Source: an optimization exercise on an open RTL-to-GDS flow (aim: small area). Production flows keep margins and buffers that such runs may drop. The RTL of this run was laid out without a check of its function.

[flow/design.v]
`timescale 1ns / 1ps
module fa (input wire a, input wire b, input wire c, output wire s, output wire co);
    assign s = a ^ b ^ c;
    assign co = (a & b) | (a & c) | (b & c);
endmodule
module ha (input wire a, input wire b, output wire s, output wire co);
    assign s = a ^ b;
    assign co = a & b;
endmodule
module mj (input wire a, input wire b, input wire c, output wire y);
    assign y = (a & b) | (a & c) | (b & c);
endmodule
`timescale 1ns / 1ps
`timescale 1ns / 1ps
`timescale 1ns / 1ps
`timescale 1ns / 1ps
module neural_pipeline_top (
    input wire clk,
    input wire rst,
    input wire signed [15:0] raw_in,
    output wire signed [15:0] vel_out
);
    genvar i;
    reg [15:0] x1, x2, y1, y2;
    wire f1;
    wire f2;
    wire f3;
    wire f4;
    wire f5;
    wire f6;
    wire f7;
    wire f8;
    wire f9;
    wire f10;
    wire f11;
    wire f12;
    wire f13;
    wire f14;
    wire f15;
    wire f16;
    wire f17;
    wire f18;
    wire f19;
    wire f20;
    wire f21;
    wire f22;
    wire f23;
    wire f24;
    wire f25;
    wire f26;
    wire f27;
    wire f28;
    wire f29;
    wire f30;
    wire f31;
    wire f32;
    wire f33;
    wire f34;
    wire f35;
    wire f36;
    wire f37;
    wire f38;
    wire f39;
    wire f40;
    wire f41;
    wire f42;
    wire f43;
    wire f44;
    wire f45;
    wire f46;
    wire f47;
    wire f48;
    wire f49;
    wire f50;
    wire f51;
    wire f52;
    wire f53;
    wire f54;
    wire f55;
    wire f56;
    wire f57;
    wire f58;
    wire f59;
    wire f60;
    wire f61;
    wire f62;
    wire f63;
    wire f64;
    wire f65;
    wire f66;
    wire f67;
    wire f68;
    wire f69;
    wire f70;
    wire f71;
    wire f72;
    wire f73;
    wire f74;
    wire f75;
    wire f76;
    wire f77;
    wire f78;
    wire f79;
    wire f80;
    wire f81;
    wire f82;
    wire f83;
    wire f84;
    wire f85;
    wire f86;
    wire f87;
    wire f88;
    wire f89;
    wire f90;
    wire f91;
    wire f92;
    wire f93;
    wire f94;
    wire f95;
    wire f96;
    wire f97;
    wire f98;
    wire f99;
    wire f100;
    wire f101;
    wire f102;
    wire f103;
    wire f104;
    wire f105;
    wire f106;
    wire f107;
    wire f108;
    wire f109;
    wire f110;
    wire f111;
    wire f112;
    wire f113;
    wire f114;
    wire f115;
    wire f116;
    wire f117;
    wire f118;
    wire f119;
    wire f120;
    wire f121;
    wire f122;
    wire f123;
    wire f124;
    wire f125;
    wire f126;
    wire f127;
    wire f128;
    wire f129;
    wire f130;
    wire f131;
    wire f132;
    wire f133;
    wire f134;
    wire f135;
    wire f136;
    wire f137;
    wire f138;
    wire f139;
    wire f140;
    wire f141;
    wire f142;
    wire f143;
    wire f144;
    wire f145;
    wire f146;
    wire f147;
    wire f148;
    wire f149;
    wire f150;
    wire f151;
    wire f152;
    wire f153;
    wire f154;
    wire f155;
    wire f156;
    wire f157;
    wire f158;
    wire f159;
    wire f160;
    wire f161;
    wire f162;
    wire f163;
    wire f164;
    wire f165;
    wire f166;
    wire f167;
    wire f168;
    wire f169;
    wire f170;
    wire f171;
    wire f172;
    wire f173;
    wire f174;
    wire f175;
    wire f176;
    wire f177;
    wire f178;
    wire f179;
    wire f180;
    wire f181;
    wire f182;
    wire f183;
    wire f184;
    wire f185;
    wire f186;
    wire f187;
    wire f188;
    wire f189;
    wire f190;
    wire f191;
    wire f192;
    wire f193;
    wire f194;
    wire f195;
    wire f196;
    wire f197;
    wire f198;
    wire f199;
    wire f200;
    wire f201;
    wire f202;
    wire f203;
    wire f204;
    wire f205;
    wire f206;
    wire f207;
    wire f208;
    wire f209;
    wire f210;
    wire f211;
    wire f212;
    wire f213;
    wire f214;
    wire f215;
    wire f216;
    wire f217;
    wire f218;
    wire f219;
    wire f220;
    wire f221;
    wire f222;
    wire f223;
    wire f224;
    wire f225;
    wire f226;
    wire f227;
    wire f228;
    wire f229;
    wire f230;
    wire f231;
    wire f232;
    wire f233;
    wire f234;
    wire f235;
    wire f236;
    wire f237;
    wire f238;
    wire f239;
    wire f240;
    wire f241;
    wire f242;
    wire f243;
    wire f244;
    wire f245;
    wire f246;
    wire f247;
    wire f248;
    wire f249;
    wire f250;
    wire f251;
    wire f252;
    wire f253;
    wire f254;
    wire f255;
    wire f256;
    wire f257;
    wire f258;
    wire f259;
    wire f260;
    wire f261;
    wire f262;
    wire f263;
    wire f264;
    wire f265;
    wire f266;
    wire f267;
    wire f268;
    wire f269;
    wire f270;
    wire f271;
    wire f272;
    wire f273;
    wire f274;
    wire f275;
    wire f276;
    wire f277;
    wire f278;
    wire f279;
    wire f280;
    wire f281;
    wire f282;
    wire f283;
    wire f284;
    wire f285;
    wire f286;
    wire f287;
    wire f288;
    wire f289;
    wire f290;
    wire f291;
    wire f292;
    wire f293;
    wire f294;
    wire f295;
    wire f296;
    wire f297;
    wire f298;
    wire f299;
    wire f300;
    wire f301;
    wire f302;
    wire f303;
    wire f304;
    wire f305;
    wire f306;
    wire f307;
    wire f308;
    wire f309;
    wire f310;
    wire f311;
    wire f312;
    wire f313;
    wire f314;
    wire f315;
    wire f316;
    wire f317;
    wire f318;
    wire f319;
    wire f320;
    wire f321;
    wire f322;
    wire f323;
    wire f324;
    wire f325;
    wire f326;
    wire f327;
    wire f328;
    wire f329;
    wire f330;
    wire f331;
    wire f332;
    wire f333;
    wire f334;
    wire f335;
    wire f336;
    wire f337;
    wire f338;
    wire f339;
    wire f340;
    wire f341;
    wire f342;
    wire f343;
    wire f344;
    wire f345;
    wire f346;
    wire f347;
    wire f348;
    wire f349;
    wire f350;
    wire f351;
    wire f352;
    wire f353;
    wire f354;
    wire f355;
    wire f356;
    wire f357;
    wire f358;
    wire f359;
    wire f360;
    wire f361;
    wire f362;
    wire f363;
    wire f364;
    wire f365;
    wire f366;
    wire f367;
    wire f368;
    wire f369;
    wire f370;
    wire f371;
    wire f372;
    wire f373;
    wire f374;
    wire f375;
    wire f376;
    wire f377;
    wire f378;
    wire f379;
    wire f380;
    wire f381;
    wire f382;
    wire f383;
    wire f384;
    wire f385;
    wire f386;
    wire f387;
    wire f388;
    wire f389;
    wire f390;
    wire f391;
    wire f392;
    wire f393;
    wire f394;
    wire f395;
    wire f396;
    wire f397;
    wire f398;
    wire f399;
    wire f400;
    wire f401;
    wire f402;
    wire f403;
    wire f404;
    wire f405;
    wire f406;
    wire f407;
    wire f408;
    wire f409;
    wire f410;
    wire f411;
    wire f412;
    wire f413;
    wire f414;
    wire f415;
    wire f416;
    wire f417;
    wire f418;
    wire f419;
    wire f420;
    wire f421;
    wire f422;
    wire f423;
    wire f424;
    wire f425;
    wire f426;
    wire f427;
    wire f428;
    wire f429;
    wire f430;
    wire f431;
    wire f432;
    wire f433;
    wire f434;
    wire f435;
    wire f436;
    wire f437;
    wire f438;
    wire f439;
    wire f103_n = ~f103;
    wire f111_n = ~f111;
    wire f113_n = ~f113;
    wire f114_n = ~f114;
    wire f128_n = ~f128;
    wire f133_n = ~f133;
    wire f137_n = ~f137;
    wire f143_n = ~f143;
    wire f151_n = ~f151;
    wire f158_n = ~f158;
    wire f164_n = ~f164;
    wire f187_n = ~f187;
    wire f19_n = ~f19;
    wire f195_n = ~f195;
    wire f20_n = ~f20;
    wire f215_n = ~f215;
    wire f225_n = ~f225;
    wire f235_n = ~f235;
    wire f245_n = ~f245;
    wire f257_n = ~f257;
    wire f263_n = ~f263;
    wire f271_n = ~f271;
    wire f285_n = ~f285;
    wire f299_n = ~f299;
    wire f304_n = ~f304;
    wire f313_n = ~f313;
    wire f319_n = ~f319;
    wire f327_n = ~f327;
    wire f33_n = ~f33;
    wire f333_n = ~f333;
    wire f341_n = ~f341;
    wire f342_n = ~f342;
    wire f347_n = ~f347;
    wire f35_n = ~f35;
    wire f359_n = ~f359;
    wire f369_n = ~f369;
    wire f379_n = ~f379;
    wire f380_n = ~f380;
    wire f385_n = ~f385;
    wire f393_n = ~f393;
    wire f396_n = ~f396;
    wire f401_n = ~f401;
    wire f407_n = ~f407;
    wire f410_n = ~f410;
    wire f43_n = ~f43;
    wire f44_n = ~f44;
    wire f57_n = ~f57;
    wire f59_n = ~f59;
    wire f67_n = ~f67;
    wire f68_n = ~f68;
    wire f7_n = ~f7;
    wire f81_n = ~f81;
    wire f83_n = ~f83;
    wire f9_n = ~f9;
    wire f91_n = ~f91;
    wire f92_n = ~f92;
    wire f95_n = ~f95;
    wire raw_in_15_n = ~raw_in[15];
    wire x1_0_n = ~x1[0];
    wire x1_12_n = ~x1[12];
    wire x1_13_n = ~x1[13];
    wire x1_3_n = ~x1[3];
    wire x1_6_n = ~x1[6];
    wire x1_9_n = ~x1[9];
    wire y1_15_n = ~y1[15];
    wire y2_0_n = ~y2[0];
    wire y2_12_n = ~y2[12];
    wire y2_13_n = ~y2[13];
    wire y2_15_n = ~y2[15];
    wire y2_3_n = ~y2[3];
    wire y2_6_n = ~y2[6];
    wire y2_9_n = ~y2[9];
    ha f1_ha (.a(x2[0]), .b(raw_in[0]), .s(f1), .co(f2));
    fa f3_fa (.a(x1_0_n), .b(x2[1]), .c(y1[0]), .s(f3), .co(f4));
    fa f5_fa (.a(f3), .b(raw_in[1]), .c(f2), .s(f5), .co(f6));
    ha f7_ha (.a(y2_0_n), .b(f5), .s(f7), .co(f8));
    fa f9_fa (.a(x2[2]), .b(y1[1]), .c(f4), .s(f9), .co(f10));
    fa f11_fa (.a(x1[1]), .b(y2[1]), .c(f9_n), .s(f11), .co(f12));
    fa f13_fa (.a(raw_in[2]), .b(f6), .c(f8), .s(f13), .co(f14));
    assign f15 = ~(~f11 ^ f13);
    assign f16 = ~f11 | f13;
    fa f17_fa (.a(x2[3]), .b(y1[2]), .c(f10), .s(f17), .co(f18));
    fa f19_fa (.a(x1[2]), .b(y2[2]), .c(f12), .s(f19), .co(f20));
    fa f21_fa (.a(f17), .b(f19_n), .c(raw_in[3]), .s(f21), .co(f22));
    fa f23_fa (.a(f21), .b(f14), .c(f16), .s(f23), .co(f24));
    fa f25_fa (.a(x1_3_n), .b(x2[4]), .c(y1[3]), .s(f25), .co(f26));
    fa f27_fa (.a(y2_3_n), .b(f25), .c(f18), .s(f27), .co(f28));
    fa f29_fa (.a(f27), .b(raw_in[4]), .c(f22), .s(f29), .co(f30));
    fa f31_fa (.a(f20_n), .b(f29), .c(f24), .s(f31), .co(f32));
    fa f33_fa (.a(x2[5]), .b(y1[4]), .c(f26), .s(f33), .co(f34));
    fa f35_fa (.a(x1[4]), .b(y2[4]), .c(f33_n), .s(f35), .co(f36));
    fa f37_fa (.a(f28), .b(raw_in[5]), .c(f30), .s(f37), .co(f38));
    fa f39_fa (.a(f35_n), .b(f37), .c(f32), .s(f39), .co(f40));
    fa f41_fa (.a(x2[6]), .b(y1[5]), .c(f34), .s(f41), .co(f42));
    fa f43_fa (.a(x1[5]), .b(y2[5]), .c(f36), .s(f43), .co(f44));
    fa f45_fa (.a(f41), .b(f43_n), .c(raw_in[6]), .s(f45), .co(f46));
    fa f47_fa (.a(f45), .b(f38), .c(f40), .s(f47), .co(f48));
    fa f49_fa (.a(x1_6_n), .b(x2[7]), .c(y1[6]), .s(f49), .co(f50));
    fa f51_fa (.a(y2_6_n), .b(f49), .c(f42), .s(f51), .co(f52));
    fa f53_fa (.a(f51), .b(raw_in[7]), .c(f46), .s(f53), .co(f54));
    fa f55_fa (.a(f44_n), .b(f53), .c(f48), .s(f55), .co(f56));
    fa f57_fa (.a(x2[8]), .b(y1[7]), .c(f50), .s(f57), .co(f58));
    fa f59_fa (.a(x1[7]), .b(y2[7]), .c(f57_n), .s(f59), .co(f60));
    fa f61_fa (.a(f52), .b(raw_in[8]), .c(f54), .s(f61), .co(f62));
    fa f63_fa (.a(f59_n), .b(f61), .c(f56), .s(f63), .co(f64));
    fa f65_fa (.a(x2[9]), .b(y1[8]), .c(f58), .s(f65), .co(f66));
    fa f67_fa (.a(x1[8]), .b(y2[8]), .c(f60), .s(f67), .co(f68));
    fa f69_fa (.a(f65), .b(f67_n), .c(raw_in[9]), .s(f69), .co(f70));
    fa f71_fa (.a(f69), .b(f62), .c(f64), .s(f71), .co(f72));
    fa f73_fa (.a(x1_9_n), .b(x2[10]), .c(y1[9]), .s(f73), .co(f74));
    fa f75_fa (.a(y2_9_n), .b(f73), .c(f66), .s(f75), .co(f76));
    fa f77_fa (.a(f75), .b(raw_in[10]), .c(f70), .s(f77), .co(f78));
    fa f79_fa (.a(f68_n), .b(f77), .c(f72), .s(f79), .co(f80));
    fa f81_fa (.a(x2[11]), .b(y1[10]), .c(f74), .s(f81), .co(f82));
    fa f83_fa (.a(x1[10]), .b(y2[10]), .c(f81_n), .s(f83), .co(f84));
    fa f85_fa (.a(f76), .b(raw_in[11]), .c(f78), .s(f85), .co(f86));
    fa f87_fa (.a(f83_n), .b(f85), .c(f80), .s(f87), .co(f88));
    fa f89_fa (.a(x2[12]), .b(y1[11]), .c(f82), .s(f89), .co(f90));
    fa f91_fa (.a(x1[11]), .b(y2[11]), .c(f84), .s(f91), .co(f92));
    fa f93_fa (.a(f89), .b(f91_n), .c(raw_in[12]), .s(f93), .co(f94));
    fa f95_fa (.a(f93), .b(f86), .c(f88), .s(f95), .co(f96));
    fa f97_fa (.a(x1_12_n), .b(x2[13]), .c(y1[12]), .s(f97), .co(f98));
    fa f99_fa (.a(y2_12_n), .b(f97), .c(f90), .s(f99), .co(f100));
    fa f101_fa (.a(f99), .b(raw_in[13]), .c(f94), .s(f101), .co(f102));
    fa f103_fa (.a(f92_n), .b(f101), .c(f96), .s(f103), .co(f104));
    fa f105_fa (.a(x2[14]), .b(y1[13]), .c(f98), .s(f105), .co(f106));
    fa f107_fa (.a(x1_13_n), .b(y2_13_n), .c(f105), .s(f107), .co(f108));
    fa f109_fa (.a(f100), .b(raw_in[14]), .c(f102), .s(f109), .co(f110));
    fa f111_fa (.a(f107), .b(f109), .c(f104), .s(f111), .co(f112));
    fa f113_fa (.a(x1[14]), .b(x2[15]), .c(y2[14]), .s(f113), .co(f114));
    fa f115_fa (.a(y1[14]), .b(f113_n), .c(f106), .s(f115), .co(f116));
    fa f117_fa (.a(f108), .b(f115), .c(raw_in_15_n), .s(f117), .co(f118));
    fa f119_fa (.a(f117), .b(f110), .c(f112), .s(f119), .co(f120));
    fa f121_fa (.a(x1[15]), .b(y1_15_n), .c(y2[15]), .s(f121), .co(f122));
    fa f123_fa (.a(f114_n), .b(f121), .c(f116), .s(f123), .co(f124));
    fa f125_fa (.a(f123), .b(f118), .c(f120), .s(f125), .co(f126));
    fa f127_fa (.a(f122), .b(f124), .c(f126), .s(f127), .co(f128));
    ha f129_ha (.a(y1[0]), .b(y2[0]), .s(f129), .co(f130));
    fa f131_fa (.a(y1[1]), .b(y2[1]), .c(f130), .s(f131), .co(f132));
    fa f133_fa (.a(y1[2]), .b(y2[2]), .c(f132), .s(f133), .co(f134));
    fa f135_fa (.a(y1[3]), .b(y2[3]), .c(f134), .s(f135), .co(f136));
    fa f137_fa (.a(y1[4]), .b(y2[4]), .c(f136), .s(f137), .co(f138));
    fa f139_fa (.a(y1[5]), .b(y2[5]), .c(f138), .s(f139), .co(f140));
    fa f141_fa (.a(y1[6]), .b(y2[6]), .c(f140), .s(f141), .co(f142));
    fa f143_fa (.a(y1[7]), .b(y2[7]), .c(f142), .s(f143), .co(f144));
    fa f145_fa (.a(y1[8]), .b(y2[8]), .c(f144), .s(f145), .co(f146));
    fa f147_fa (.a(y1[9]), .b(y2[9]), .c(f146), .s(f147), .co(f148));
    fa f149_fa (.a(y1[10]), .b(y2[10]), .c(f148), .s(f149), .co(f150));
    fa f151_fa (.a(y1[11]), .b(y2[11]), .c(f150), .s(f151), .co(f152));
    fa f153_fa (.a(y1[12]), .b(y2[12]), .c(f152), .s(f153), .co(f154));
    fa f155_fa (.a(y1[13]), .b(y2[13]), .c(f154), .s(f155), .co(f156));
    fa f157_fa (.a(y1[14]), .b(y2[14]), .c(f156), .s(f157), .co(f158));
    fa f159_fa (.a(y1[15]), .b(y2[15]), .c(f158_n), .s(f159), .co(f160));
    assign f161 = ~(f129 ^ ~f1);
    assign f162 = f129 | ~f1;
    mj f164_mj (.a(f131), .b(f162), .c(f7_n), .y(f164));
    fa f165_fa (.a(f129), .b(f133_n), .c(f1), .s(f165), .co(f166));
    mj f168_mj (.a(f165), .b(f164_n), .c(f15), .y(f168));
    fa f169_fa (.a(f131), .b(f166), .c(f7), .s(f169), .co(f170));
    fa f171_fa (.a(f169), .b(f168), .c(f23), .s(f171), .co(f172));
    assign f173 = ~(f135 ^ ~f171);
    assign f174 = f135 | ~f171;
    fa f175_fa (.a(f133), .b(f137_n), .c(f1), .s(f175), .co(f176));
    fa f177_fa (.a(f175), .b(f170), .c(f15), .s(f177), .co(f178));
    fa f179_fa (.a(f177), .b(f31), .c(f172), .s(f179), .co(f180));
    assign f181 = ~(f174 ^ ~f179);
    assign f182 = f174 | ~f179;
    fa f183_fa (.a(f135), .b(f176), .c(f7), .s(f183), .co(f184));
    fa f185_fa (.a(f183), .b(f178), .c(f23), .s(f185), .co(f186));
    fa f187_fa (.a(f185), .b(f39), .c(f180), .s(f187), .co(f188));
    mj f190_mj (.a(f139), .b(f182), .c(f187_n), .y(f190));
    fa f191_fa (.a(f137), .b(f184), .c(f15), .s(f191), .co(f192));
    fa f193_fa (.a(f191), .b(f31), .c(f186), .s(f193), .co(f194));
    fa f195_fa (.a(f193), .b(f47), .c(f188), .s(f195), .co(f196));
    mj f198_mj (.a(f141), .b(f190), .c(f195_n), .y(f198));
    fa f199_fa (.a(f139), .b(f143_n), .c(f1), .s(f199), .co(f200));
    fa f201_fa (.a(f199), .b(f192), .c(f23), .s(f201), .co(f202));
    fa f203_fa (.a(f201), .b(f39), .c(f194), .s(f203), .co(f204));
    fa f205_fa (.a(f203), .b(f55), .c(f196), .s(f205), .co(f206));
    assign f207 = ~(f198 ^ ~f205);
    assign f208 = f198 | ~f205;
    fa f209_fa (.a(f141), .b(f200), .c(f7), .s(f209), .co(f210));
    fa f211_fa (.a(f209), .b(f31), .c(f202), .s(f211), .co(f212));
    fa f213_fa (.a(f211), .b(f47), .c(f204), .s(f213), .co(f214));
    fa f215_fa (.a(f213), .b(f63), .c(f206), .s(f215), .co(f216));
    mj f218_mj (.a(f145), .b(f208), .c(f215_n), .y(f218));
    fa f219_fa (.a(f143), .b(f210), .c(f15), .s(f219), .co(f220));
    fa f221_fa (.a(f219), .b(f39), .c(f212), .s(f221), .co(f222));
    fa f223_fa (.a(f221), .b(f55), .c(f214), .s(f223), .co(f224));
    fa f225_fa (.a(f223), .b(f71), .c(f216), .s(f225), .co(f226));
    mj f228_mj (.a(f147), .b(f218), .c(f225_n), .y(f228));
    fa f229_fa (.a(f145), .b(f220), .c(f23), .s(f229), .co(f230));
    fa f231_fa (.a(f229), .b(f47), .c(f222), .s(f231), .co(f232));
    fa f233_fa (.a(f231), .b(f63), .c(f224), .s(f233), .co(f234));
    fa f235_fa (.a(f233), .b(f79), .c(f226), .s(f235), .co(f236));
    mj f238_mj (.a(f149), .b(f228), .c(f235_n), .y(f238));
    fa f239_fa (.a(f147), .b(f31), .c(f230), .s(f239), .co(f240));
    fa f241_fa (.a(f239), .b(f55), .c(f232), .s(f241), .co(f242));
    fa f243_fa (.a(f241), .b(f71), .c(f234), .s(f243), .co(f244));
    fa f245_fa (.a(f243), .b(f87), .c(f236), .s(f245), .co(f246));
    mj f248_mj (.a(f151), .b(f238), .c(f245_n), .y(f248));
    fa f249_fa (.a(y2[0]), .b(f153), .c(f1), .s(f249), .co(f250));
    fa f251_fa (.a(f149), .b(f39), .c(f240), .s(f251), .co(f252));
    fa f253_fa (.a(f251), .b(f63), .c(f242), .s(f253), .co(f254));
    fa f255_fa (.a(f253), .b(f79), .c(f244), .s(f255), .co(f256));
    fa f257_fa (.a(f255), .b(f95), .c(f246), .s(f257), .co(f258));
    fa f259_fa (.a(f249), .b(f248), .c(f257_n), .s(f259), .co(f260));
    fa f261_fa (.a(y2[1]), .b(f155), .c(f250), .s(f261), .co(f262));
    fa f263_fa (.a(f151_n), .b(f7), .c(f261), .s(f263), .co(f264));
    fa f265_fa (.a(f263_n), .b(f47), .c(f252), .s(f265), .co(f266));
    fa f267_fa (.a(f265), .b(f71), .c(f254), .s(f267), .co(f268));
    fa f269_fa (.a(f267), .b(f87), .c(f256), .s(f269), .co(f270));
    fa f271_fa (.a(f269), .b(f103), .c(f258), .s(f271), .co(f272));
    ha f273_ha (.a(f260), .b(f271_n), .s(f273), .co(f274));
    fa f275_fa (.a(y2[2]), .b(f157), .c(f262), .s(f275), .co(f276));
    fa f277_fa (.a(f264), .b(f275), .c(f15), .s(f277), .co(f278));
    fa f279_fa (.a(f153), .b(f55), .c(f266), .s(f279), .co(f280));
    fa f281_fa (.a(f279), .b(f79), .c(f268), .s(f281), .co(f282));
    fa f283_fa (.a(f281), .b(f95), .c(f270), .s(f283), .co(f284));
    fa f285_fa (.a(f283), .b(f111), .c(f272), .s(f285), .co(f286));
    fa f287_fa (.a(f277), .b(f274), .c(f285_n), .s(f287), .co(f288));
    fa f289_fa (.a(y2_3_n), .b(f155), .c(f159), .s(f289), .co(f290));
    fa f291_fa (.a(f276), .b(f278), .c(f23), .s(f291), .co(f292));
    fa f293_fa (.a(f289), .b(f63), .c(f280), .s(f293), .co(f294));
    fa f295_fa (.a(f293), .b(f87), .c(f282), .s(f295), .co(f296));
    fa f297_fa (.a(f295), .b(f103), .c(f284), .s(f297), .co(f298));
    fa f299_fa (.a(f297), .b(f119), .c(f286), .s(f299), .co(f300));
    fa f301_fa (.a(f291), .b(f288), .c(f299_n), .s(f301), .co(f302));
    fa f303_fa (.a(f157), .b(f160), .c(f290), .s(f303), .co(f304));
    fa f305_fa (.a(y2[4]), .b(f31), .c(f292), .s(f305), .co(f306));
    fa f307_fa (.a(f303), .b(f71), .c(f294), .s(f307), .co(f308));
    fa f309_fa (.a(f307), .b(f95), .c(f296), .s(f309), .co(f310));
    fa f311_fa (.a(f309), .b(f111), .c(f298), .s(f311), .co(f312));
    fa f313_fa (.a(f311), .b(f125), .c(f300), .s(f313), .co(f314));
    fa f315_fa (.a(f305), .b(f302), .c(f313_n), .s(f315), .co(f316));
    fa f317_fa (.a(y2[5]), .b(f159), .c(f304_n), .s(f317), .co(f318));
    fa f319_fa (.a(f317), .b(f39), .c(f306), .s(f319), .co(f320));
    fa f321_fa (.a(f319_n), .b(f79), .c(f308), .s(f321), .co(f322));
    fa f323_fa (.a(f321), .b(f103), .c(f310), .s(f323), .co(f324));
    fa f325_fa (.a(f323), .b(f119), .c(f312), .s(f325), .co(f326));
    fa f327_fa (.a(f325), .b(f127), .c(f314), .s(f327), .co(f328));
    fa f329_fa (.a(f316), .b(f327_n), .c(f315), .s(f329), .co(f330));
    fa f331_fa (.a(y2[6]), .b(f160), .c(f318), .s(f331), .co(f332));
    fa f333_fa (.a(f331), .b(f47), .c(f320), .s(f333), .co(f334));
    fa f335_fa (.a(f333_n), .b(f87), .c(f322), .s(f335), .co(f336));
    fa f337_fa (.a(f335), .b(f111), .c(f324), .s(f337), .co(f338));
    fa f339_fa (.a(f337), .b(f125), .c(f326), .s(f339), .co(f340));
    fa f341_fa (.a(f128), .b(f330), .c(f329), .s(f341), .co(f342));
    fa f343_fa (.a(f339), .b(f328), .c(f341_n), .s(f343), .co(f344));
    fa f345_fa (.a(y2[7]), .b(f332), .c(f55), .s(f345), .co(f346));
    fa f347_fa (.a(f334), .b(f345), .c(f95_n), .s(f347), .co(f348));
    fa f349_fa (.a(f336), .b(f119), .c(f338), .s(f349), .co(f350));
    fa f351_fa (.a(f349), .b(f128), .c(f127), .s(f351), .co(f352));
    fa f353_fa (.a(f347_n), .b(f340), .c(f351), .s(f353), .co(f354));
    fa f355_fa (.a(f353), .b(f342_n), .c(f344), .s(f355), .co(f356));
    fa f357_fa (.a(y2[8]), .b(f63), .c(f346), .s(f357), .co(f358));
    fa f359_fa (.a(f357), .b(f103_n), .c(f348), .s(f359), .co(f360));
    fa f361_fa (.a(f125), .b(f350), .c(f352), .s(f361), .co(f362));
    fa f363_fa (.a(f359_n), .b(f128_n), .c(f354), .s(f363), .co(f364));
    fa f365_fa (.a(f361), .b(f363), .c(f356), .s(f365), .co(f366));
    fa f367_fa (.a(y2[9]), .b(f71), .c(f358), .s(f367), .co(f368));
    fa f369_fa (.a(f367), .b(f111_n), .c(f360), .s(f369), .co(f370));
    fa f371_fa (.a(f128), .b(f127), .c(f362), .s(f371), .co(f372));
    fa f373_fa (.a(f369_n), .b(f364), .c(f371), .s(f373), .co(f374));
    fa f375_fa (.a(f373), .b(f366), .c(f365), .s(f375), .co(f376));
    fa f377_fa (.a(y2[10]), .b(f79), .c(f368), .s(f377), .co(f378));
    fa f379_fa (.a(f377), .b(f370), .c(f128), .s(f379), .co(f380));
    fa f381_fa (.a(f119), .b(f379_n), .c(f372), .s(f381), .co(f382));
    fa f383_fa (.a(f374), .b(f381), .c(f376), .s(f383), .co(f384));
    fa f385_fa (.a(y2[11]), .b(f87), .c(f378), .s(f385), .co(f386));
    fa f387_fa (.a(f385_n), .b(f125), .c(f128), .s(f387), .co(f388));
    fa f389_fa (.a(f380_n), .b(f387), .c(f382), .s(f389), .co(f390));
    fa f391_fa (.a(f389), .b(f384), .c(f383), .s(f391), .co(f392));
    fa f393_fa (.a(y2[12]), .b(f95), .c(f386), .s(f393), .co(f394));
    fa f395_fa (.a(f393_n), .b(f127), .c(f388), .s(f395), .co(f396));
    fa f397_fa (.a(f395), .b(f390), .c(f392), .s(f397), .co(f398));
    fa f399_fa (.a(y2[13]), .b(f103), .c(f394), .s(f399), .co(f400));
    fa f401_fa (.a(f399), .b(f128), .c(f396_n), .s(f401), .co(f402));
    fa f403_fa (.a(f401_n), .b(f398), .c(f397), .s(f403), .co(f404));
    fa f405_fa (.a(y2[14]), .b(f111), .c(f400), .s(f405), .co(f406));
    fa f407_fa (.a(f405), .b(f128_n), .c(f402), .s(f407), .co(f408));
    fa f409_fa (.a(f407_n), .b(f404), .c(f403), .s(f409), .co(f410));
    fa f411_fa (.a(y2_15_n), .b(f119), .c(f406), .s(f411), .co(f412));
    fa f413_fa (.a(f411), .b(f408), .c(f410_n), .s(f413), .co(f414));
    fa f415_fa (.a(f125), .b(f412), .c(f414), .s(f415), .co(f416));
    fa f417_fa (.a(f127), .b(f416), .c(f415), .s(f417), .co(f418));
    assign f419 = ~f128 ^ f418 ^ f417;
    assign f421 = f259;
    assign f422 = f273;
    assign f423 = f287;
    assign f424 = f301;
    assign f425 = ~f315;
    assign f426 = ~f329;
    assign f427 = ~f343;
    assign f428 = ~f355;
    assign f429 = f365;
    assign f430 = ~f375;
    assign f431 = f383;
    assign f432 = ~f391;
    assign f433 = f397;
    assign f434 = f403;
    assign f435 = ~f409;
    assign f436 = f413;
    assign f437 = ~f415;
    assign f438 = ~f417;
    assign f439 = ~f419;
    wire [30:12] ya;
    assign ya[12] = f421;
    assign ya[13] = f422;
    assign ya[14] = f423;
    assign ya[15] = f424;
    assign ya[16] = f425;
    assign ya[17] = f426;
    assign ya[18] = f427;
    assign ya[19] = f428;
    assign ya[20] = f429;
    assign ya[21] = f430;
    assign ya[22] = f431;
    assign ya[23] = f432;
    assign ya[24] = f433;
    assign ya[25] = f434;
    assign ya[26] = f435;
    assign ya[27] = f436;
    assign ya[28] = f437;
    assign ya[29] = f438;
    assign ya[30] = f439;
    wire ovf = (ya[30] != ya[27]) | (ya[29] != ya[27]) | (ya[28] != ya[27]);
    wire [15:0] y_comb = ovf ? {ya[30], {15{~ya[30]}}} : ya[27:12];
    always @(posedge clk) begin
        if (rst) begin
            x1 <= 0;
            x2 <= 0;
            y1 <= 0;
            y2 <= 0;
        end else begin
            x1 <= raw_in;
            x2 <= x1;
            y1 <= y_comb;
            y2 <= y1;
        end
    end
    reg [28:0] acc;
    wire [14:0] ax = y2[14:0] ^ {15{y2[15]}};
    wire cin = y2[15] & (|y2[14:0]);
    wire t1;
    wire t2;
    wire t3;
    wire t4;
    wire t5;
    wire t6;
    wire t7;
    wire t8;
    wire t9;
    wire t10;
    wire t11;
    wire t12;
    wire t13;
    wire t14;
    wire t15;
    wire t16;
    wire t17;
    wire t18;
    wire t19;
    wire t20;
    wire t21;
    wire t22;
    wire t23;
    wire t24;
    wire t25;
    wire t26;
    wire t27;
    wire t28;
    wire t29;
    wire t30;
    wire t31;
    wire t32;
    wire t33;
    wire t34;
    wire t35;
    wire t36;
    wire t37;
    wire t38;
    wire t39;
    wire t40;
    wire t41;
    wire t42;
    wire t43;
    wire t44;
    wire t45;
    wire t46;
    wire t47;
    wire t48;
    wire t49;
    wire t50;
    wire t51;
    wire t52;
    wire t53;
    wire t54;
    wire t55;
    wire t56;
    wire t57;
    wire t58;
    wire t59;
    wire t60;
    wire t61;
    wire t62;
    wire t63;
    wire t64;
    wire t65;
    wire t66;
    wire t67;
    wire t68;
    wire t69;
    wire t70;
    wire t71;
    wire t72;
    wire t73;
    wire t74;
    wire t75;
    wire t76;
    wire t77;
    wire t78;
    wire t79;
    wire t80;
    wire t81;
    wire t82;
    wire t83;
    wire t84;
    wire t85;
    wire t86;
    wire t87;
    wire t88;
    wire t89;
    wire t90;
    wire t91;
    wire t92;
    wire t93;
    wire t94;
    wire t95;
    wire t96;
    wire t97;
    wire t98;
    wire t99;
    wire t100;
    wire t101;
    wire t102;
    wire t103;
    wire t104;
    wire t105;
    wire t106;
    wire t107;
    wire t108;
    wire t109;
    wire t110;
    wire t111;
    wire t112;
    wire t113;
    wire t114;
    wire t115;
    wire t116;
    wire t117;
    wire t118;
    wire t119;
    wire t120;
    wire t121;
    wire t122;
    wire t123;
    wire t124;
    wire t125;
    wire t126;
    wire t127;
    wire t128;
    wire t129;
    wire t130;
    wire t131;
    wire t132;
    wire t133;
    wire t134;
    wire t135;
    wire t136;
    wire t137;
    wire t138;
    wire t139;
    wire t140;
    wire t141;
    wire t142;
    wire t143;
    wire t144;
    wire t145;
    wire t146;
    wire t147;
    wire t148;
    wire t149;
    wire t150;
    wire t151;
    wire t152;
    wire t153;
    wire t154;
    wire t155;
    wire t156;
    wire t157;
    wire t158;
    wire t159;
    wire t160;
    wire t161;
    wire t162;
    wire t163;
    wire t164;
    wire t165;
    wire t166;
    wire t167;
    wire t168;
    wire t169;
    wire t170;
    wire t171;
    wire t172;
    wire t173;
    wire t174;
    wire t175;
    wire t176;
    wire t177;
    wire t178;
    wire t179;
    wire t180;
    wire t181;
    wire t182;
    wire t183;
    wire t184;
    wire t185;
    wire t186;
    wire t187;
    wire t188;
    wire t189;
    wire t190;
    wire t191;
    wire t192;
    wire t193;
    wire t194;
    wire t195;
    wire t196;
    wire t197;
    wire t198;
    wire t199;
    wire t200;
    wire t201;
    wire t202;
    wire t203;
    wire t204;
    wire t205;
    wire t206;
    wire t207;
    wire t208;
    wire t209;
    wire t210;
    wire t211;
    wire t212;
    wire t213;
    wire t214;
    wire t215;
    wire t216;
    wire t217;
    wire t218;
    wire t219;
    wire t220;
    wire t221;
    wire acc_14_n = ~acc[14];
    wire acc_15_n = ~acc[15];
    wire acc_16_n = ~acc[16];
    wire acc_17_n = ~acc[17];
    wire acc_18_n = ~acc[18];
    wire acc_19_n = ~acc[19];
    wire acc_20_n = ~acc[20];
    wire acc_21_n = ~acc[21];
    wire acc_22_n = ~acc[22];
    wire acc_23_n = ~acc[23];
    wire acc_24_n = ~acc[24];
    wire acc_25_n = ~acc[25];
    wire acc_26_n = ~acc[26];
    wire acc_27_n = ~acc[27];
    wire acc_28_n = ~acc[28];
    wire t120_n = ~t120;
    wire t149_n = ~t149;
    wire t150_n = ~t150;
    wire t152_n = ~t152;
    wire t156_n = ~t156;
    wire t160_n = ~t160;
    wire t164_n = ~t164;
    wire t168_n = ~t168;
    wire t172_n = ~t172;
    wire t176_n = ~t176;
    wire t180_n = ~t180;
    wire t184_n = ~t184;
    wire t188_n = ~t188;
    wire t192_n = ~t192;
    wire t196_n = ~t196;
    wire t200_n = ~t200;
    fa t1_fa (.a(acc[0]), .b(ax[0]), .c(cin), .s(t1), .co(t2));
    assign t3 = ~(~acc[14] ^ t1);
    assign t4 = ~acc[14] | t1;
    fa t5_fa (.a(acc[1]), .b(ax[1]), .c(t2), .s(t5), .co(t6));
    fa t7_fa (.a(acc_15_n), .b(t4), .c(t5), .s(t7), .co(t8));
    fa t9_fa (.a(acc[2]), .b(acc_16_n), .c(ax[2]), .s(t9), .co(t10));
    fa t11_fa (.a(t9), .b(t6), .c(t8), .s(t11), .co(t12));
    fa t13_fa (.a(acc[3]), .b(ax[3]), .c(t10), .s(t13), .co(t14));
    fa t15_fa (.a(acc_17_n), .b(t13), .c(t12), .s(t15), .co(t16));
    fa t17_fa (.a(acc[4]), .b(ax[4]), .c(t14), .s(t17), .co(t18));
    fa t19_fa (.a(acc_18_n), .b(t17), .c(t16), .s(t19), .co(t20));
    fa t21_fa (.a(acc[5]), .b(acc_19_n), .c(ax[5]), .s(t21), .co(t22));
    fa t23_fa (.a(t21), .b(t18), .c(t20), .s(t23), .co(t24));
    fa t25_fa (.a(acc[6]), .b(ax[6]), .c(t22), .s(t25), .co(t26));
    fa t27_fa (.a(acc_20_n), .b(t25), .c(t24), .s(t27), .co(t28));
    fa t29_fa (.a(acc[7]), .b(ax[7]), .c(t26), .s(t29), .co(t30));
    fa t31_fa (.a(acc_21_n), .b(t29), .c(t28), .s(t31), .co(t32));
    fa t33_fa (.a(acc[8]), .b(acc_22_n), .c(ax[8]), .s(t33), .co(t34));
    fa t35_fa (.a(t33), .b(t30), .c(t32), .s(t35), .co(t36));
    fa t37_fa (.a(acc[9]), .b(ax[9]), .c(t34), .s(t37), .co(t38));
    fa t39_fa (.a(acc_23_n), .b(t37), .c(t36), .s(t39), .co(t40));
    fa t41_fa (.a(acc[10]), .b(ax[10]), .c(t38), .s(t41), .co(t42));
    fa t43_fa (.a(acc_24_n), .b(t41), .c(t40), .s(t43), .co(t44));
    fa t45_fa (.a(acc[11]), .b(acc_25_n), .c(ax[11]), .s(t45), .co(t46));
    fa t47_fa (.a(t45), .b(t42), .c(t44), .s(t47), .co(t48));
    fa t49_fa (.a(acc[12]), .b(ax[12]), .c(t46), .s(t49), .co(t50));
    fa t51_fa (.a(acc_26_n), .b(t49), .c(t48), .s(t51), .co(t52));
    fa t53_fa (.a(acc[13]), .b(ax[13]), .c(t50), .s(t53), .co(t54));
    fa t55_fa (.a(acc_27_n), .b(t53), .c(t52), .s(t55), .co(t56));
    fa t57_fa (.a(acc[14]), .b(acc_28_n), .c(ax[14]), .s(t57), .co(t58));
    fa t59_fa (.a(t57), .b(t54), .c(t56), .s(t59), .co(t60));
    fa t61_fa (.a(acc[15]), .b(t58), .c(t60), .s(t61), .co(t62));
    fa t63_fa (.a(acc[16]), .b(t62), .c(t61), .s(t63), .co(t64));
    fa t65_fa (.a(acc[17]), .b(t64), .c(t63), .s(t65), .co(t66));
    fa t67_fa (.a(acc[18]), .b(t66), .c(t65), .s(t67), .co(t68));
    fa t69_fa (.a(acc[19]), .b(t68), .c(t67), .s(t69), .co(t70));
    fa t71_fa (.a(acc[20]), .b(t70), .c(t69), .s(t71), .co(t72));
    fa t73_fa (.a(acc[21]), .b(t72), .c(t71), .s(t73), .co(t74));
    fa t75_fa (.a(acc[22]), .b(t74), .c(t73), .s(t75), .co(t76));
    fa t77_fa (.a(acc[23]), .b(t76), .c(t75), .s(t77), .co(t78));
    fa t79_fa (.a(acc[24]), .b(t78), .c(t77), .s(t79), .co(t80));
    fa t81_fa (.a(acc[25]), .b(t80), .c(t79), .s(t81), .co(t82));
    fa t83_fa (.a(acc[26]), .b(t82), .c(t81), .s(t83), .co(t84));
    fa t85_fa (.a(acc[27]), .b(t84), .c(t83), .s(t85), .co(t86));
    assign t87 = acc[28] ^ t86 ^ t85;
    assign t89 = t3;
    assign t90 = t7;
    assign t91 = t11;
    assign t92 = t15;
    assign t93 = t19;
    assign t94 = t23;
    assign t95 = t27;
    assign t96 = t31;
    assign t97 = t35;
    assign t98 = t39;
    assign t99 = t43;
    assign t100 = t47;
    assign t101 = t51;
    assign t102 = t55;
    assign t103 = t59;
    assign t104 = ~t61;
    assign t105 = ~t63;
    assign t106 = ~t65;
    assign t107 = ~t67;
    assign t108 = ~t69;
    assign t109 = ~t71;
    assign t110 = ~t73;
    assign t111 = ~t75;
    assign t112 = ~t77;
    assign t113 = ~t79;
    assign t114 = ~t81;
    assign t115 = ~t83;
    assign t116 = ~t85;
    assign t117 = ~t87;
    ha t118_ha (.a(acc[16]), .b(acc[14]), .s(t118), .co(t119));
    fa t120_fa (.a(acc[17]), .b(acc[15]), .c(t119), .s(t120), .co(t121));
    fa t122_fa (.a(acc[18]), .b(acc[16]), .c(t121), .s(t122), .co(t123));
    fa t124_fa (.a(acc[19]), .b(acc[17]), .c(t123), .s(t124), .co(t125));
    fa t126_fa (.a(acc[20]), .b(acc[18]), .c(t125), .s(t126), .co(t127));
    fa t128_fa (.a(acc[21]), .b(acc[19]), .c(t127), .s(t128), .co(t129));
    fa t130_fa (.a(acc[22]), .b(acc[20]), .c(t129), .s(t130), .co(t131));
    fa t132_fa (.a(acc[23]), .b(acc[21]), .c(t131), .s(t132), .co(t133));
    fa t134_fa (.a(acc[24]), .b(acc[22]), .c(t133), .s(t134), .co(t135));
    fa t136_fa (.a(acc[25]), .b(acc[23]), .c(t135), .s(t136), .co(t137));
    fa t138_fa (.a(acc[26]), .b(acc[24]), .c(t137), .s(t138), .co(t139));
    fa t140_fa (.a(acc[27]), .b(acc[25]), .c(t139), .s(t140), .co(t141));
    fa t142_fa (.a(acc[28]), .b(acc[26]), .c(t141), .s(t142), .co(t143));
    ha t144_ha (.a(acc[27]), .b(t143), .s(t144), .co(t145));
    ha t146_ha (.a(acc[28]), .b(t145), .s(t146), .co(t147));
    ha t148_ha (.a(acc_14_n), .b(t120_n), .s(t148), .co(t149));
    fa t150_fa (.a(acc[15]), .b(t149_n), .c(t122), .s(t150), .co(t151));
    fa t152_fa (.a(t118), .b(t124), .c(t151), .s(t152), .co(t153));
    ha t154_ha (.a(t150_n), .b(t152_n), .s(t154), .co(t155));
    fa t156_fa (.a(t120), .b(t126), .c(t153), .s(t156), .co(t157));
    ha t158_ha (.a(t155), .b(t156_n), .s(t158), .co(t159));
    fa t160_fa (.a(t122), .b(t128), .c(t157), .s(t160), .co(t161));
    ha t162_ha (.a(t159), .b(t160_n), .s(t162), .co(t163));
    fa t164_fa (.a(t124), .b(t130), .c(t161), .s(t164), .co(t165));
    ha t166_ha (.a(t163), .b(t164_n), .s(t166), .co(t167));
    fa t168_fa (.a(t126), .b(t132), .c(t165), .s(t168), .co(t169));
    ha t170_ha (.a(t167), .b(t168_n), .s(t170), .co(t171));
    fa t172_fa (.a(t128), .b(t134), .c(t169), .s(t172), .co(t173));
    ha t174_ha (.a(t171), .b(t172_n), .s(t174), .co(t175));
    fa t176_fa (.a(t130), .b(t136), .c(t173), .s(t176), .co(t177));
    ha t178_ha (.a(t175), .b(t176_n), .s(t178), .co(t179));
    fa t180_fa (.a(t132), .b(t138), .c(t177), .s(t180), .co(t181));
    ha t182_ha (.a(t179), .b(t180_n), .s(t182), .co(t183));
    fa t184_fa (.a(t134), .b(t140), .c(t181), .s(t184), .co(t185));
    ha t186_ha (.a(t183), .b(t184_n), .s(t186), .co(t187));
    fa t188_fa (.a(t136), .b(t142), .c(t185), .s(t188), .co(t189));
    ha t190_ha (.a(t187), .b(t188_n), .s(t190), .co(t191));
    fa t192_fa (.a(t138), .b(t144), .c(t189), .s(t192), .co(t193));
    ha t194_ha (.a(t191), .b(t192_n), .s(t194), .co(t195));
    fa t196_fa (.a(t140), .b(t146), .c(t193), .s(t196), .co(t197));
    ha t198_ha (.a(t195), .b(t196_n), .s(t198), .co(t199));
    fa t200_fa (.a(t142), .b(t147), .c(t197), .s(t200), .co(t201));
    ha t202_ha (.a(t199), .b(t200_n), .s(t202), .co(t203));
    assign t204 = t144 ^ t201 ^ ~t203;
    assign t206 = t148;
    assign t207 = t150;
    assign t208 = t154;
    assign t209 = t158;
    assign t210 = t162;
    assign t211 = t166;
    assign t212 = t170;
    assign t213 = t174;
    assign t214 = t178;
    assign t215 = t182;
    assign t216 = t186;
    assign t217 = t190;
    assign t218 = t194;
    assign t219 = t198;
    assign t220 = t202;
    assign t221 = t204;
    wire [28:0] acc_nx;
    assign acc_nx[0] = t89;
    assign acc_nx[1] = t90;
    assign acc_nx[2] = t91;
    assign acc_nx[3] = t92;
    assign acc_nx[4] = t93;
    assign acc_nx[5] = t94;
    assign acc_nx[6] = t95;
    assign acc_nx[7] = t96;
    assign acc_nx[8] = t97;
    assign acc_nx[9] = t98;
    assign acc_nx[10] = t99;
    assign acc_nx[11] = t100;
    assign acc_nx[12] = t101;
    assign acc_nx[13] = t102;
    assign acc_nx[14] = t103;
    assign acc_nx[15] = t104;
    assign acc_nx[16] = t105;
    assign acc_nx[17] = t106;
    assign acc_nx[18] = t107;
    assign acc_nx[19] = t108;
    assign acc_nx[20] = t109;
    assign acc_nx[21] = t110;
    assign acc_nx[22] = t111;
    assign acc_nx[23] = t112;
    assign acc_nx[24] = t113;
    assign acc_nx[25] = t114;
    assign acc_nx[26] = t115;
    assign acc_nx[27] = t116;
    assign acc_nx[28] = t117;
    wire [15:0] thr;
    assign thr[0] = t206;
    assign thr[1] = t207;
    assign thr[2] = t208;
    assign thr[3] = t209;
    assign thr[4] = t210;
    assign thr[5] = t211;
    assign thr[6] = t212;
    assign thr[7] = t213;
    assign thr[8] = t214;
    assign thr[9] = t215;
    assign thr[10] = t216;
    assign thr[11] = t217;
    assign thr[12] = t218;
    assign thr[13] = t219;
    assign thr[14] = t220;
    assign thr[15] = t221;
    always @(posedge clk) begin
        if (rst)
            acc <= 0;
        else
            acc <= acc_nx;
    end
    wire m1;
    wire m2;
    wire m3;
    wire m4;
    wire m5;
    wire m6;
    wire m7;
    wire m8;
    wire m9;
    wire m10;
    wire m11;
    wire m12;
    wire m13;
    wire m14;
    wire m15;
    wire m16;
    wire m17;
    wire m18;
    wire m19;
    wire m20;
    wire m21;
    wire m22;
    wire m23;
    wire m24;
    wire m25;
    wire m26;
    wire m27;
    wire m28;
    wire m29;
    wire m30;
    wire m31;
    wire m32;
    wire m33;
    assign m1 = y1[0];
    assign m2 = y1[1] | m1;
    assign m3 = y1[2] | m2;
    assign m4 = y1[3] | m3;
    assign m5 = y1[4] & m4;
    assign m6 = y1[5] | m5;
    assign m7 = y1[6] & m6;
    assign m8 = y1[7] & m7;
    assign m9 = y1[8] | m8;
    assign m10 = y1[9] & m9;
    assign m11 = y1[10] | m10;
    assign m12 = y1[11] & m11;
    assign m13 = y1[12] | m12;
    assign m14 = y1[13] | m13;
    assign m15 = y1[14] | m14;
    assign m16 = ~y1[15] | m15;
    assign m17 = S[0];
    assign m18 = S[1] | m17;
    assign m19 = S[2] | m18;
    assign m20 = S[3] | m19;
    assign m21 = S[4] | m20;
    assign m22 = S[5] | m21;
    assign m23 = S[6] | m22;
    assign m24 = S[7] | m23;
    assign m25 = S[8] | m24;
    assign m26 = S[9] | m25;
    assign m27 = S[10] | m26;
    assign m28 = S[11] | m27;
    assign m29 = S[12] & m28;
    assign m30 = S[13] | m29;
    assign m31 = S[14] & m30;
    assign m32 = S[15] | m31;
    assign m33 = S[16] | m32;
    wire above = m16;
    wire over = m33;
    wire [15:0] ya_ = {~y1[15], y1[14:0]};
    wire [15:0] tb_ = {~thr[15], thr[14:0]};
    wire [16:0] lc;
    assign lc[0] = 1'b0;
    generate for (i = 0; i < 16; i = i + 1) begin : g_lt
        assign lc[i+1] = (tb_[i] & ~ya_[i]) | (tb_[i] & lc[i]) | (~ya_[i] & lc[i]);
    end endgenerate
    wire below = lc[16];
    reg [4:0] timer;
    wire idle = (timer == 5'd0);
    wire spike = (timer == 5'd20);
    wire [5:0] tbw;                    
    assign tbw[0] = 1'b1;
    generate for (i = 0; i < 5; i = i + 1) begin : g_dec
        assign tbw[i+1] = tbw[i] & ~timer[i];
    end endgenerate
    always @(posedge clk) begin
        if (rst)
            timer <= 0;
        else if (!idle)
            timer <= timer ^ tbw[4:0];
        else if (below && above)
            timer <= 5'd20;
    end
    reg [10:0] u;
    wire [11:0] uc;
    assign uc[0] = 1'b1;
    generate for (i = 0; i < 11; i = i + 1) begin : g_inc
        assign uc[i+1] = uc[i] & u[i];
    end endgenerate
    wire u_last = (u == 11'd1499);
    wire u_zero = (u == 11'd0);         
    wire upd = (u == 11'd1);            
    reg [6:0] w;
    wire done = (w == 7'd22);
    wire [6:0] w_nx = {w[5:0], ~(w[6] ^ w[5])};
    always @(posedge clk) begin
        if (rst) begin
            u <= 11'd1;
            w <= 7'd0;
        end else begin
            u <= u_last ? 11'd0 : (u ^ uc[10:0]);
            if (u_zero && !done)
                w <= w_nx;
        end
    end
    wire sp = done & spike;
    wire pwin = (u[10:4] == 7'd0);                
    wire mult = pwin & (u[3] | u[2]);             
    wire kbit = ~u[1] | (u[3] & u[2]);            
    reg pending;
    wire add = ~pwin & ~u_last & (sp | pending);  
    always @(posedge clk) begin
        if (rst)
            pending <= 1'b0;
        else
            pending <= pwin & (pending | sp);
    end
    reg [16:0] S;
    reg [14:0] v;
    wire [16:0] bop = mult ? (kbit ? {2'b00, v} : 17'd0) : (add ? 17'd819 : 17'd0);
    wire s1;
    wire s2;
    wire s3;
    wire s4;
    wire s5;
    wire s6;
    wire s7;
    wire s8;
    wire s9;
    wire s10;
    wire s11;
    wire s12;
    wire s13;
    wire s14;
    wire s15;
    wire s16;
    wire s17;
    wire s18;
    wire s19;
    wire s20;
    wire s21;
    wire s22;
    wire s23;
    wire s24;
    wire s25;
    wire s26;
    wire s27;
    wire s28;
    wire s29;
    wire s30;
    wire s31;
    wire s32;
    wire s33;
    wire s34;
    wire s35;
    wire s36;
    wire s37;
    wire s38;
    wire s39;
    wire s40;
    wire s41;
    wire s42;
    wire s43;
    wire s44;
    wire s45;
    wire s46;
    wire s47;
    wire s48;
    wire s49;
    wire s50;
    wire s51;
    ha s1_ha (.a(S[0]), .b(bop[0]), .s(s1), .co(s2));
    fa s3_fa (.a(S[1]), .b(bop[1]), .c(s2), .s(s3), .co(s4));
    fa s5_fa (.a(S[2]), .b(bop[2]), .c(s4), .s(s5), .co(s6));
    fa s7_fa (.a(S[3]), .b(bop[3]), .c(s6), .s(s7), .co(s8));
    fa s9_fa (.a(S[4]), .b(bop[4]), .c(s8), .s(s9), .co(s10));
    fa s11_fa (.a(S[5]), .b(bop[5]), .c(s10), .s(s11), .co(s12));
    fa s13_fa (.a(S[6]), .b(bop[6]), .c(s12), .s(s13), .co(s14));
    fa s15_fa (.a(S[7]), .b(bop[7]), .c(s14), .s(s15), .co(s16));
    fa s17_fa (.a(S[8]), .b(bop[8]), .c(s16), .s(s17), .co(s18));
    fa s19_fa (.a(S[9]), .b(bop[9]), .c(s18), .s(s19), .co(s20));
    fa s21_fa (.a(S[10]), .b(bop[10]), .c(s20), .s(s21), .co(s22));
    fa s23_fa (.a(S[11]), .b(bop[11]), .c(s22), .s(s23), .co(s24));
    fa s25_fa (.a(S[12]), .b(bop[12]), .c(s24), .s(s25), .co(s26));
    fa s27_fa (.a(S[13]), .b(bop[13]), .c(s26), .s(s27), .co(s28));
    fa s29_fa (.a(S[14]), .b(bop[14]), .c(s28), .s(s29), .co(s30));
    fa s31_fa (.a(S[15]), .b(bop[15]), .c(s30), .s(s31), .co(s32));
    assign s33 = S[16] ^ bop[16] ^ s32;
    assign s35 = s1;
    assign s36 = s3;
    assign s37 = s5;
    assign s38 = s7;
    assign s39 = s9;
    assign s40 = s11;
    assign s41 = s13;
    assign s42 = s15;
    assign s43 = s17;
    assign s44 = s19;
    assign s45 = s21;
    assign s46 = s23;
    assign s47 = s25;
    assign s48 = s27;
    assign s49 = s29;
    assign s50 = s31;
    assign s51 = s33;
    wire [16:0] ssum;
    assign ssum[0] = s35;
    assign ssum[1] = s36;
    assign ssum[2] = s37;
    assign ssum[3] = s38;
    assign ssum[4] = s39;
    assign ssum[5] = s40;
    assign ssum[6] = s41;
    assign ssum[7] = s42;
    assign ssum[8] = s43;
    assign ssum[9] = s44;
    assign ssum[10] = s45;
    assign ssum[11] = s46;
    assign ssum[12] = s47;
    assign ssum[13] = s48;
    assign ssum[14] = s49;
    assign ssum[15] = s50;
    assign ssum[16] = s51;
    always @(posedge clk) begin
        if (rst || upd)
            S <= 0;
        else if (mult)
            S <= {1'b0, ssum[16:1]};
        else
            S <= ssum;
        if (rst)
            v <= 0;
        else if (upd)
            v <= over ? 15'd20480 : S[14:0];
    end
    assign vel_out = {1'b0, v};
endmodule
[flow/run.sh]
#!/bin/bash
# synth_recipe.tcl (not shown) runs the flow's synth.tcl, then flattens the netlist and writes it again
# the make line also repeats each setting of config.mk as NAME=value (left out here)
make -C /OpenROAD-flow-scripts/flow DESIGN_CONFIG=/design/flow/config.mk WORK_HOME=/design/flow/orfs CLKGATE_MAP_FILE= SYNTH_SCRIPT=/design/flow/synth_recipe.tcl finish
[flow/config.mk]
export PLATFORM = sky130hd
export DESIGN_NAME = neural_pipeline_top
export DESIGN_NICKNAME = neural_pipeline_top
export VERILOG_FILES = /design/flow/design.v
export SDC_FILE = /design/flow/constraint.sdc
export NUM_CORES = 4
export LEC_CHECK = 0
export CAP_MARGIN = 20
export CORE_MARGIN = 2
export CORE_UTILIZATION = 40
export CTS_BUF_LIST = sky130_fd_sc_hd__clkbuf_8
export CTS_CLUSTER_SIZE = 20
export SLEW_MARGIN = 20
export SYNTH_HIERARCHICAL = 1
[flow/constraint.sdc]
create_clock -name core_clock -period 25.0 [get_ports {clk}]
set_input_delay 5.0000 -clock core_clock [delete_from_list [all_inputs] [get_ports {clk}]]
set_output_delay 5.0000 -clock core_clock [all_outputs]
set_load 0.01 [all_outputs]
==> qor.csv <==
stage;metric;value;unit
run_status;status;finished clean;
timing;setup_violations;0;
global_routing;grt-ovfl-total;0;
synthesis;syn_inst;958;
route;routed.top_layer;met4;
timing;setup_ws;3.958;ns
route;ant_nets;0;
synthesis;synth_edf_count;0;
clock_tree;htree_num_levels;4;
placed_design;gp_congestion;0.8961;
route;vias;6590;
final_layout;drive_gt1_share;5.395;%
final_layout;final_cell_area;0.01283;mm²
critical_path;crit_type;primary input to flop;
timing;whs;0.4645;ns
synthesis;netlist.area_leader.share;47.14;%
global_routing;antenna_found_initial;0;
critical_path;cpPeakStageDelay;0.61;ns
global_routing;grt_util_all_layers;17.05;%
critical_path;slowest_stage;fa_1;
clock_tree;cts_tree;built;
job;maxCapViolations;0;
die;num_rows;62;
synthesis;synth.avg_cell_area;12.19;µm²
timing;min_period;21.04;ns
route;wl;23100;µm
critical_path;crit_arrival;21.44;ns
route;wl_met1;10450;µm
timing;hold_viol;0;
die;coreArea;0.02870;mm²
global_routing;first_global_vias;7453;
timing;tns;0;ns
critical_path;cp_max_fo;15;
global_routing;grt_max_degree;72;
clock_tree;clockRootBuffer;clkbuf_8;
critical_path;required;25.40;ns
die;die_w;174.9;µm
route;wl_per_cell;16.68;µm
clock_tree;worstSkewPairLatency;0.48;ns
critical_path;cp-end-kind;flop;
synthesis;synth_cell_types;56;
timing;rsz0062_at_grt;false;
critical_path;worstSetupStartpointType;primary input;
clock_tree;cts_buffers;17;
timing;slew_violations;0;
final_layout;antenna_cells;0;
final_layout;layout_commonest_cell;fa_1;
final_layout;fillers;2678;
timing;tightest_slew;1.083;ns
final_layout;final_cell_mix;fa_1 (275), dfxtp_1 (149), inv_1 (126), nor2_1 (67), nor2b_1 (52);
timing;skew;0.02188;ns
final_layout;post-route-util;44.69;%
die;chipHeight;174.9;µm
clock_tree;hold_buffers;0;
synthesis;synth-seq-cells;149;
route;vias_per_cell;4.758;
placed_design;portBuffers;32;
final_layout;nets;1319;
final_layout;final_cells;1385;
die;dieArea;0.03058;mm²
timing;fmax;47.52;MHz
route;drt-initial-drc-count;323;
route;drcViolationCount;0;
synthesis;synth_area;0.01168;mm²
synthesis;async_flop_share;0;%
route;wl_met2;11780;µm
synthesis;ys_seq_area_share;25.54;%
placed_design;placed_cell_area;0.01240;mm²
route;drtPass1Iterations;6;
clock_tree;cts_setup_buffers;0;
placed_design;post-place-ws;3.407;ns
route;route.met3.wl;704;µm
synthesis;synth_area_leaders;fa_1 (47%), dfxtp_1 (26%), ha_1 (4.1%);
global_routing;grt_pass1_wl;39740;µm
placed_design;place_inst;1353;
min_path;hold_path.class;flop to flop;
synthesis;yosysWarnings;7;
timing;maxSlewHeadroom;27.31;%
die;boundaryPins;34;
clock_tree;cts_resized;0;
synthesis;yosysTopAreaCell;fa_1;
final_layout;syn2layout_area_growth;9.847;%
die;start_util;40.68;%
placed_design;hpwl;18860;µm
clock_tree;ctsLongestPathBuffers;2;
critical_path;crit_top_cell;fa_1;
clock_tree;clock_sinks;149;
synthesis;synth_ff_type;dfxtp_1;
timing;post-route-period-util;84.17;%
clock_tree;clkTransAtPathRegs;0.11;ns
==> synthesized netlist by cell type, drive strengths merged (5+ instances only) <==
cell      n
buf       8
o21ai     5
nor4      8
a21oi    31
fa      275
nand2b   10
nand2    38
nor2     67
mux2i     7
nor3      8
xnor2     9
a21o      8
and3      9
dfxtp   149
and2     10
ha       38
xor2     16
clkbuf   18
a22o     14
nor2b    53
maj3     12
inv     126
==> worst max-delay path: cells and delay by family <==
kind / cells / cell delay (ns)
AOI/OAI and AO/OA: 3 / 1.21
adders and majority gates: 35 / 14.29
buffers and inverters: 6 / 0.70
and+or+nand+nor: 2 / 0.21
==> kinds of logic after synthesis <==
family,after synthesis,synth area share (%)
adders and majority gates,325,52.33
and+or+nand+nor,217,9.708
buffers and inverters,152,5.014
DFF,149,25.54
AOI/OAI and AO/OA,82,4.897
xor gates and xnor gates,25,1.875
muxes,7,0.6000
other,1,0.03211
==> sequential cells by signal (all words and copies together) (netlist names) <==
| register | count |
|---|---|
| x2 | 16 |
| x1 | 16 |
| y1 | 16 |
| y2 | 16 |
| S | 17 |
| timer | 5 |
| v | 15 |
| acc | 29 |
| w | 7 |
| u | 11 |
| pending | 1 |
==> modules after synthesis, one instance, submodules excluded <==
| module | copies in the design | cells inside | flops+latches | cell area, µm² |
|---|---|---|---|---|
| mj | 8 | 1 | 0 | 11.26 |
| ha | 22 | 1 | 0 | 12.51 |
| fa | 275 | 1 | 0 | 20.02 |
| neural_pipeline_top | 1 | 653 | 149 | 5807 |
==> worst paths after layout <==
kind,from,end,slack (ns),cells after the start
worst max-delay path,raw_in[0],y1[5],3.96,46
worst min-delay path,x1[6],x2[6],0.46,2
worst max register to register,y1[0],y1[5],6.36,47
worst min register to register,x1[6],x2[6],0.46,2
==> area by class of cell <==
cell class | count | area [µm²] | share of cell area [%]
flip-flops and latches | 149 | 2983 | 23.25
clock buffers | 17 | 234.0 | 1.824
clock inverters | 15 | 193.9 | 1.512
multi-input cells | 658 | 8115 | 63.27
well taps | 384 | 480.5 | 3.746
repair buffers | 36 | 347.8 | 2.712
inverters | 126 | 473.0 | 3.687
==> routing by layer <==
metal,up-vias,GRT usage [%]
met4,0,4.132
met2,93,28.28
met3,12,3.177
met5,-,0
met1,3436,23.30
li1,3049,-

-- static timing again, ports no longer ideal --
In the flow no input, the clock included, has a driving cell. The finished layout below was timed again as built, in two steps.
Step 1 (the two cells are an assumption about what drives the block):
set clk [get_ports {clk}]
set_driving_cell -lib_cell sky130_fd_sc_hd__clkbuf_16 $clk
set_driving_cell -lib_cell sky130_fd_sc_hd__buf_2 [delete_from_list [all_inputs] $clk]
Step 2 adds t to the input delays and takes it off the output delays; t is the mean of the earliest and latest rising clock arrival at the registers after step 1. Input paths then give back, and output paths get back, about the clock's delay inside the block.
Three values: ideal, step 1, step 2; two values: the first two.
t (ns): 0.514
setup WS [ns]: 3.958 / 3.977 / 3.463
worst setup path after step 2: input to register
worst register clock-pin slew, ns: 0.11 / 0.11
worst slew at a driven data input, ns: 0.05
After both steps this run still meets setup and hold. The setup slack of this run moves by +0.019 ns with the drivers and by -0.495 ns with both steps.
